Background: an optimization exercise with open tools, aiming at small area, a short achievable clock period and few clock cycles per item. Do not read the settings as production practice. Power and IR drop assume default switching activity.

==> build 47 <==
## matvec8_part3
module matvec8_part3(clk, reset, input_valid, input_ready, input_data, new_matrix, output_valid, output_ready, output_data);
Settings: LEC_CHECK=0, ABC_CLOCK_PERIOD_IN_PS=3000, CAP_MARGIN=20, CORE_MARGIN=2, CORE_UTILIZATION=40, SLEW_MARGIN=20, SETUP_SLACK_MARGIN=7; clock period 10.0 ns.
standard.sh (not shown) runs the stock make flow with config.mk's settings and CLKGATE_MAP_FILE= SYNTH_SCRIPT=/design/flow/synth_recipe.tcl, a recipe that flattens the netlist after the stock synthesis.
==> flow/flow/run.sh <==
#!/bin/bash
set -e
cp standard.sh standard_sh_copy.txt
cp synth_recipe.tcl synth_recipe_copy.txt
echo "export SETUP_SLACK_MARGIN = ${MARGIN:-7}" >> config.mk
bash standard.sh > standard.log 2>&1
==> trial 92: changes against build 47 <==
--- a/flow/design.v
+++ b/flow/design.v
@@ -9,70 +9,105 @@
 assign input_ready = rdy;
 wire xfer = input_valid & rdy;
 reg [13:0] in_r;
 always @(posedge clk) in_r <= input_data;
 reg mid;             
 reg isW;             
 reg [2:0] row;       
 reg [2:0] col;       
+wire eW   = mid ? isW : new_matrix;         
+wire [2:0] erow = mid ? row : 3'd0;
 reg vld;             
 reg ldd;             
 reg p0d, p1d;        
 reg spec;            
 reg pvalid;          
 reg hfull;           
 reg hcap;            
 reg hwr;             
 reg x0d;             
 reg [13:0] H;
-reg run, psel, run_a, cmpv, accpend;
+reg run, psel, ran, cmpv, accpend;
 reg [2:0] cnt;       
 reg ov;
 reg [7:0] wW;        
 reg wX;              
+wire is_x   = xfer & ~eW;
+wire x_last = is_x & (col == 3'd7);
+wire x0_dir = is_x & (col == 3'd0) & (mid | ~vld);
+wire x0_toH = is_x & ~mid & vld;
 wire slot_ok = (cnt == 3'd0) & ~accpend;
+wire x1_now  = is_x & (col == 3'd1);
 wire go_spec = (ph == 3'd1) & slot_ok & (x0d | hwr);
 wire go0     = (ph == 3'd1) & slot_ok & vld & ldd & ~p0d & ~spec;
 wire go1     = (ph == 3'd1) & slot_ok & vld & ldd & p0d & ~p1d;
-localparam NXW = 35;
-wire [NXW-1:0] nx0, nx1v, nx1w;
-ctl_nx cn0 (.ph(ph), .mid(mid), .isW(isW), .row(row), .col(col), .vld(vld), .ldd(ldd), .p0d(p0d), .p1d(p1d),
-            .spec(spec), .pvalid(pvalid), .hfull(hfull), .x0d(x0d), .hwr(hwr), .go_spec(go_spec), .go0(go0), .go1(go1),
-            .xf(1'b0), .nm(1'b0), .nx(nx0));
-ctl_nx cn1v(.ph(ph), .mid(mid), .isW(isW), .row(row), .col(col), .vld(vld), .ldd(ldd), .p0d(p0d), .p1d(p1d),
-            .spec(spec), .pvalid(pvalid), .hfull(hfull), .x0d(x0d), .hwr(hwr), .go_spec(go_spec), .go0(go0), .go1(go1),
-            .xf(1'b1), .nm(1'b0), .nx(nx1v));
-ctl_nx cn1w(.ph(ph), .mid(mid), .isW(isW), .row(row), .col(col), .vld(vld), .ldd(ldd), .p0d(p0d), .p1d(p1d),
-            .spec(spec), .pvalid(pvalid), .hfull(hfull), .x0d(x0d), .hwr(hwr), .go_spec(go_spec), .go0(go0), .go1(go1),
-            .xf(1'b1), .nm(1'b1), .nx(nx1w));
-wire [NXW-1:0] nx = ~xfer ? nx0 : (new_matrix ? nx1w : nx1v);
-wire        mid_n, isW_n, vld_n, ldd_n, p0d_n, p1d_n, spec_n, pvalid_n, hfull_n, rdy_n, hcap_n, hwr_n, x0d_n, wX_n;
-wire [2:0]  row_n, col_n;
-wire [7:0]  wW_n;
-assign {mid_n, isW_n, row_n, col_n, vld_n, ldd_n, p0d_n, p1d_n, spec_n, pvalid_n, hfull_n,
-        rdy_n, hcap_n, hwr_n, x0d_n, wW_n, wX_n} = nx;
+reg        mid_n, isW_n, vld_n, ldd_n, p0d_n, p1d_n, spec_n, pvalid_n, hfull_n;
+reg [2:0]  row_n, col_n;
+always @* begin
+  mid_n = mid; isW_n = isW; row_n = row; col_n = col;
+  vld_n = vld; ldd_n = ldd; p0d_n = p0d; p1d_n = p1d; spec_n = spec;
+  pvalid_n = pvalid; hfull_n = hfull;
+  if (xfer) begin
+    col_n = col + 3'd1;
+    if (!mid) begin
+      mid_n = 1'b1;
+      isW_n = new_matrix;
+    end
+    if (eW && col == 3'd7) begin
+      row_n = erow + 3'd1;
+      if (erow == 3'd7) isW_n = 1'b0;
+    end
+    if (x_last) mid_n = 1'b0;
+  end
+  if (x0_toH) hfull_n = 1'b1;
+  if (x0_dir || hwr) begin
+    vld_n = 1'b1; ldd_n = 1'b0; p0d_n = 1'b0; p1d_n = 1'b0;
+  end
+  if (hwr) hfull_n = 1'b0;
+  if (x_last) ldd_n = 1'b1;
+  if (go_spec) begin spec_n = x1_now; pvalid_n = x1_now; end
+  if (go0) begin p0d_n = 1'b1; pvalid_n = 1'b1; end
+  if (go1) begin p1d_n = 1'b1; vld_n = 1'b0; pvalid_n = 1'b1; end
+  if (spec && ph != 3'd1) begin
+    if (!xfer) pvalid_n = 1'b0;
+    if (ph == 3'd7) begin
+      spec_n = 1'b0;
+      p0d_n = pvalid & xfer;
+    end
+  end
+end
+wire [2:0] ph_n = ph + 3'd1;
+wire accept_ok =
+    !mid_n ? ~(vld_n & ~p0d_n) :
+    isW_n  ? (~row_n[2] | ~vld_n) :
+    ((col_n == 3'd0) | hfull_n) ? ~vld_n : 1'b1;
 always @(posedge clk) begin
   if (reset) begin
     rdy <= 1'b1; mid <= 1'b0; isW <= 1'b0; row <= 3'd0; col <= 3'd0;
     vld <= 1'b0; ldd <= 1'b0; p0d <= 1'b0; p1d <= 1'b0; spec <= 1'b0;
     pvalid <= 1'b0; hfull <= 1'b0; hcap <= 1'b0; hwr <= 1'b0; x0d <= 1'b0;
     wW <= 8'd0; wX <= 1'b0;
-    run <= 1'b0; psel <= 1'b0; run_a <= 1'b0; cmpv <= 1'b0;
+    run <= 1'b0; psel <= 1'b0; ran <= 1'b0; cmpv <= 1'b0;
   end else begin
     mid <= mid_n; isW <= isW_n; row <= row_n; col <= col_n;
     vld <= vld_n; ldd <= ldd_n; p0d <= p0d_n; p1d <= p1d_n; spec <= spec_n;
     pvalid <= pvalid_n; hfull <= hfull_n;
-    rdy <= rdy_n; hcap <= hcap_n; hwr <= hwr_n; x0d <= x0d_n; wW <= wW_n; wX <= wX_n;
+    rdy <= accept_ok & (ph_n == col_n);
+    hcap <= x0_toH;
+    hwr  <= hfull_n & ~vld_n & (ph_n == 3'd1);
+    x0d  <= x0_dir;
+    wW   <= (xfer & eW) ? (8'd1 << erow) : 8'd0;
+    wX   <= is_x & ~x0_toH;
     if (ph == 3'd1) begin
       run  <= go_spec | go0 | go1;
       psel <= go1;
       cmpv <= run & pvalid;
+      ran  <= run;
     end
-    run_a <= run;
   end
 end
 always @(posedge clk) if (hcap) H <= in_r;
 reg [7:0][7:0][13:0] R;     
 reg [7:0][13:0] X;          
 genvar r, j;
 generate for (r = 0; r < 8; r = r + 1) begin : wring
   always @(posedge clk) R[r][0] <= wW[r] ? in_r : R[r][7];
@@ -92,118 +127,64 @@
 integer d;
 always @(posedge clk) begin
   for (d = 0; d < 7; d = d + 1) begin
     b_one[d] <= xe_n[2*d+1] ^ xe_n[2*d];
     b_two[d] <= (xe_n[2*d+2] & ~xe_n[2*d+1] & ~xe_n[2*d]) | (~xe_n[2*d+2] & xe_n[2*d+1] & xe_n[2*d]);
     b_neg[d] <= xe_n[2*d+2] & ~(xe_n[2*d+1] & xe_n[2*d]);
   end
 end
-wire first = run_a & (ph == 3'd3);
-wire cmp   = cmpv & (ph == 3'd3);
+wire cmp  = cmpv & (ph == 3'd2);
+wire drop = ran & ~cmpv & (ph == 3'd2);    
 reg [3:0][28:0] PS, PC;      
 reg [3:0][27:0] acc;
 reg [3:0][27:0] res;
 genvar k;
 generate for (k = 0; k < 4; k = k + 1) begin : mac
   wire [13:0] w_op = psel ? R[k+4][0] : R[k][0];
   wire [28:0] ps, pc;
   booth_cs mul(.w(w_op), .one(b_one), .two(b_two), .neg(b_neg), .s(ps), .c(pc));
-  wire [27:0] base = first ? 28'd0 : acc[k];
-  wire [28:0] b29 = {base[27], base};
+  wire [28:0] b29 = {acc[k][27], acc[k]};
   wire [28:0] u = b29 ^ PS[k] ^ PC[k];
   wire [28:0] v = {(b29[27:0] & PS[k][27:0]) | (b29[27:0] & PC[k][27:0]) | (PS[k][27:0] & PC[k][27:0]), 1'b0};
   wire [28:0] s = u + v;
   wire [27:0] sat = (s[28] != s[27]) ? {s[28], {27{~s[28]}}} : s[27:0];
   always @(posedge clk) begin
     PS[k]  <= ps;
     PC[k]  <= pc;
-    acc[k] <= sat;
+    acc[k] <= clr ? 28'd0 : sat;
   end
 end endgenerate
-wire avail = cmp | accpend;
-wire ld    = avail & (cnt == 3'd0);
-wire shift = ov & output_ready;
+wire empty  = (cnt == 3'd0);
+wire ld_now  = cmp & empty;
+wire ldp     = accpend & empty;
+reg rst_d;
+always @(posedge clk) rst_d <= reset;
+wire clr     = ld_now | ldp | drop | reset | rst_d;
+wire shift   = ov & output_ready;
 always @(posedge clk) begin
   if (reset) begin
     cnt <= 3'd0; ov <= 1'b0; accpend <= 1'b0;
   end else begin
-    accpend <= avail & ~ld;
-    if (ld) begin
+    accpend <= (cmp | accpend) & ~empty;
+    if (ld_now | ldp) begin
       cnt <= 3'd4; ov <= 1'b1;
     end else if (shift) begin
       cnt <= cnt - 3'd1; ov <= (cnt != 3'd1);
     end
   end
 end
 always @(posedge clk) begin
-  if (ld) res <= acc;
+  if (ld_now) res <= {mac[3].sat, mac[2].sat, mac[1].sat, mac[0].sat};
+  else if (ldp) res <= acc;
   else if (shift) res <= {28'd0, res[3:1]};
 end
 assign output_data  = res[0];
 assign output_valid = ov;
 endmodule
-module ctl_nx(input [2:0] ph, input mid, input isW, input [2:0] row, input [2:0] col,
-              input vld, input ldd, input p0d, input p1d, input spec, input pvalid, input hfull,
-              input x0d, input hwr, input go_spec, input go0, input go1,
-              input xf, input nm, output [34:0] nx);
-wire eW   = mid ? isW : nm;             
-wire [2:0] erow = mid ? row : 3'd0;
-wire is_x   = xf & ~eW;
-wire x_last = is_x & (col == 3'd7);
-wire x0_dir = is_x & (col == 3'd0) & (mid | ~vld);
-wire x0_toH = is_x & ~mid & vld;
-wire x1_now = is_x & (col == 3'd1);
-reg        mid_n, isW_n, vld_n, ldd_n, p0d_n, p1d_n, spec_n, pvalid_n, hfull_n;
-reg [2:0]  row_n, col_n;
-always @* begin
-  mid_n = mid; isW_n = isW; row_n = row; col_n = col;
-  vld_n = vld; ldd_n = ldd; p0d_n = p0d; p1d_n = p1d; spec_n = spec;
-  pvalid_n = pvalid; hfull_n = hfull;
-  if (xf) begin
-    col_n = col + 3'd1;
-    if (!mid) begin
-      mid_n = 1'b1;
-      isW_n = nm;
-    end
-    if (eW && col == 3'd7) begin
-      row_n = erow + 3'd1;
-      if (erow == 3'd7) isW_n = 1'b0;
-    end
-    if (x_last) mid_n = 1'b0;
-  end
-  if (x0_toH) hfull_n = 1'b1;
-  if (x0_dir || hwr) begin
-    vld_n = 1'b1; ldd_n = 1'b0; p0d_n = 1'b0; p1d_n = 1'b0;
-  end
-  if (hwr) hfull_n = 1'b0;
-  if (x_last) ldd_n = 1'b1;
-  if (go_spec) begin spec_n = x1_now; pvalid_n = x1_now; end
-  if (go0) begin p0d_n = 1'b1; pvalid_n = 1'b1; end
-  if (go1) begin p1d_n = 1'b1; vld_n = 1'b0; pvalid_n = 1'b1; end
-  if (spec && ph != 3'd1) begin
-    if (!xf) pvalid_n = 1'b0;
-    if (ph == 3'd7) begin
-      spec_n = 1'b0;
-      p0d_n = pvalid & xf;
-    end
-  end
-end
-wire [2:0] ph_n = ph + 3'd1;
-wire accept_ok =
-    !mid_n ? ~(vld_n & ~p0d_n) :
-    isW_n  ? (~row_n[2] | ~vld_n) :
-    ((col_n == 3'd0) | hfull_n) ? ~vld_n : 1'b1;
-wire rdy_n  = accept_ok & (ph_n == col_n);
-wire hwr_n  = hfull_n & ~vld_n & (ph_n == 3'd1);
-wire [7:0] wW_n = (xf & eW) ? (8'd1 << erow) : 8'd0;
-wire wX_n   = is_x & ~x0_toH;
-assign nx = {mid_n, isW_n, row_n, col_n, vld_n, ldd_n, p0d_n, p1d_n, spec_n, pvalid_n, hfull_n,
-             rdy_n, x0_toH, hwr_n, x0_dir, wW_n, wX_n};
-endmodule
 module booth_cs(input [13:0] w, input [6:0] one, input [6:0] two, input [6:0] neg, output [28:0] s, output [28:0] c);
   wire pp0_0;
   wire pp0_1;
   wire pp0_2;
   wire pp0_3;
   wire pp0_4;
   wire pp0_5;
   wire pp0_6;
==> flow/run.sh (new file) <==
#!/bin/bash
# synth_recipe.tcl (not shown) runs the flow's synth.tcl, then flattens the netlist and writes it again
# the make line also repeats each setting of config.mk as NAME=value (left out here)
make -C /OpenROAD-flow-scripts/flow DESIGN_CONFIG=/design/flow/config.mk WORK_HOME=/design/flow/orfs CLKGATE_MAP_FILE= SYNTH_SCRIPT=/design/flow/synth_recipe.tcl finish
Settings changed: ABC_CLOCK_PERIOD_IN_PS 3000 to 4000, SETUP_SLACK_MARGIN 7 to 5.
removed: flow/flow/run.sh
removed: flow/standard.sh
==> comparison table <==
Status: trial 92 no timing/DRC/antenna violations; build 47 no timing/DRC/antenna violations
Net count after synthesis: trial 92 5,847; build 47 6,148
Count of routing violations after the opening detailed-route iteration: trial 92 3,168; build 47 2,619
Share of the yosys chip area belonging to registers: trial 92 0.5142; build 47 0.5120
Met2 routing resource usage after global routing: trial 92 0.3251; build 47 0.3224
Via count of the routed design: trial 92 38,860; build 47 39,440
Syn Std Cell Area: trial 92 0.06210 mm²; build 47 0.06232 mm²
Register bit total from synthesis: trial 92 1,532; build 47 1,531
Floorplan core area: trial 92 0.1540 mm²; build 47 0.1544 mm²
Largest net degree at the start of global routing: trial 92 80; build 47 113
Cell internal power dissipation: trial 92 0.01179 W; build 47 0.01373 W
Count of multi-input combinational gates: trial 92 3,017; build 47 2,965
Syn Inst Count: trial 92 5,243; build 47 5,544
Maximum cell stage delay along the critical path: trial 92 500 ps; build 47 520 ps
Post-synthesis to final-layout area growth: trial 92 13.15%; build 47 24.78%
Worst hold slack across all endpoints: trial 92 301.1 ps; build 47 283.7 ps
No functional check of the RTL was part of any run of this note.

==> port drivers added, routing unchanged <==
How much do the figures lean on ideal ports? The routed layouts below were timed once more, with nothing changed but the port constraints.
Step 1 sets driving cells, clkbuf_16 on the clock port and buf_2 on the other inputs (assumed; they add their load-dependent delay and slew).
Step 2, shift: input delay + t, output delay - t, t = (earliest + latest rising clock arrival at the registers) / 2. This alone moves slack from input paths to output paths.
Three values: ideal, step 1, step 2; two values: the first two.
run | t (ns) | setup slack, ns | hold slack, ns | worst setup path at the end | cell pins on the clock port's net
build 47 | 0.869 | 5.668 / 5.668 / 5.668 | 0.284 / 0.284 / 0.284 | register to register | 1
trial 92 | 0.852 | 4.988 / 4.988 / 4.988 | 0.301 / 0.301 / 0.301 | register to register | 1
After both steps setup and hold are still met in every run listed.
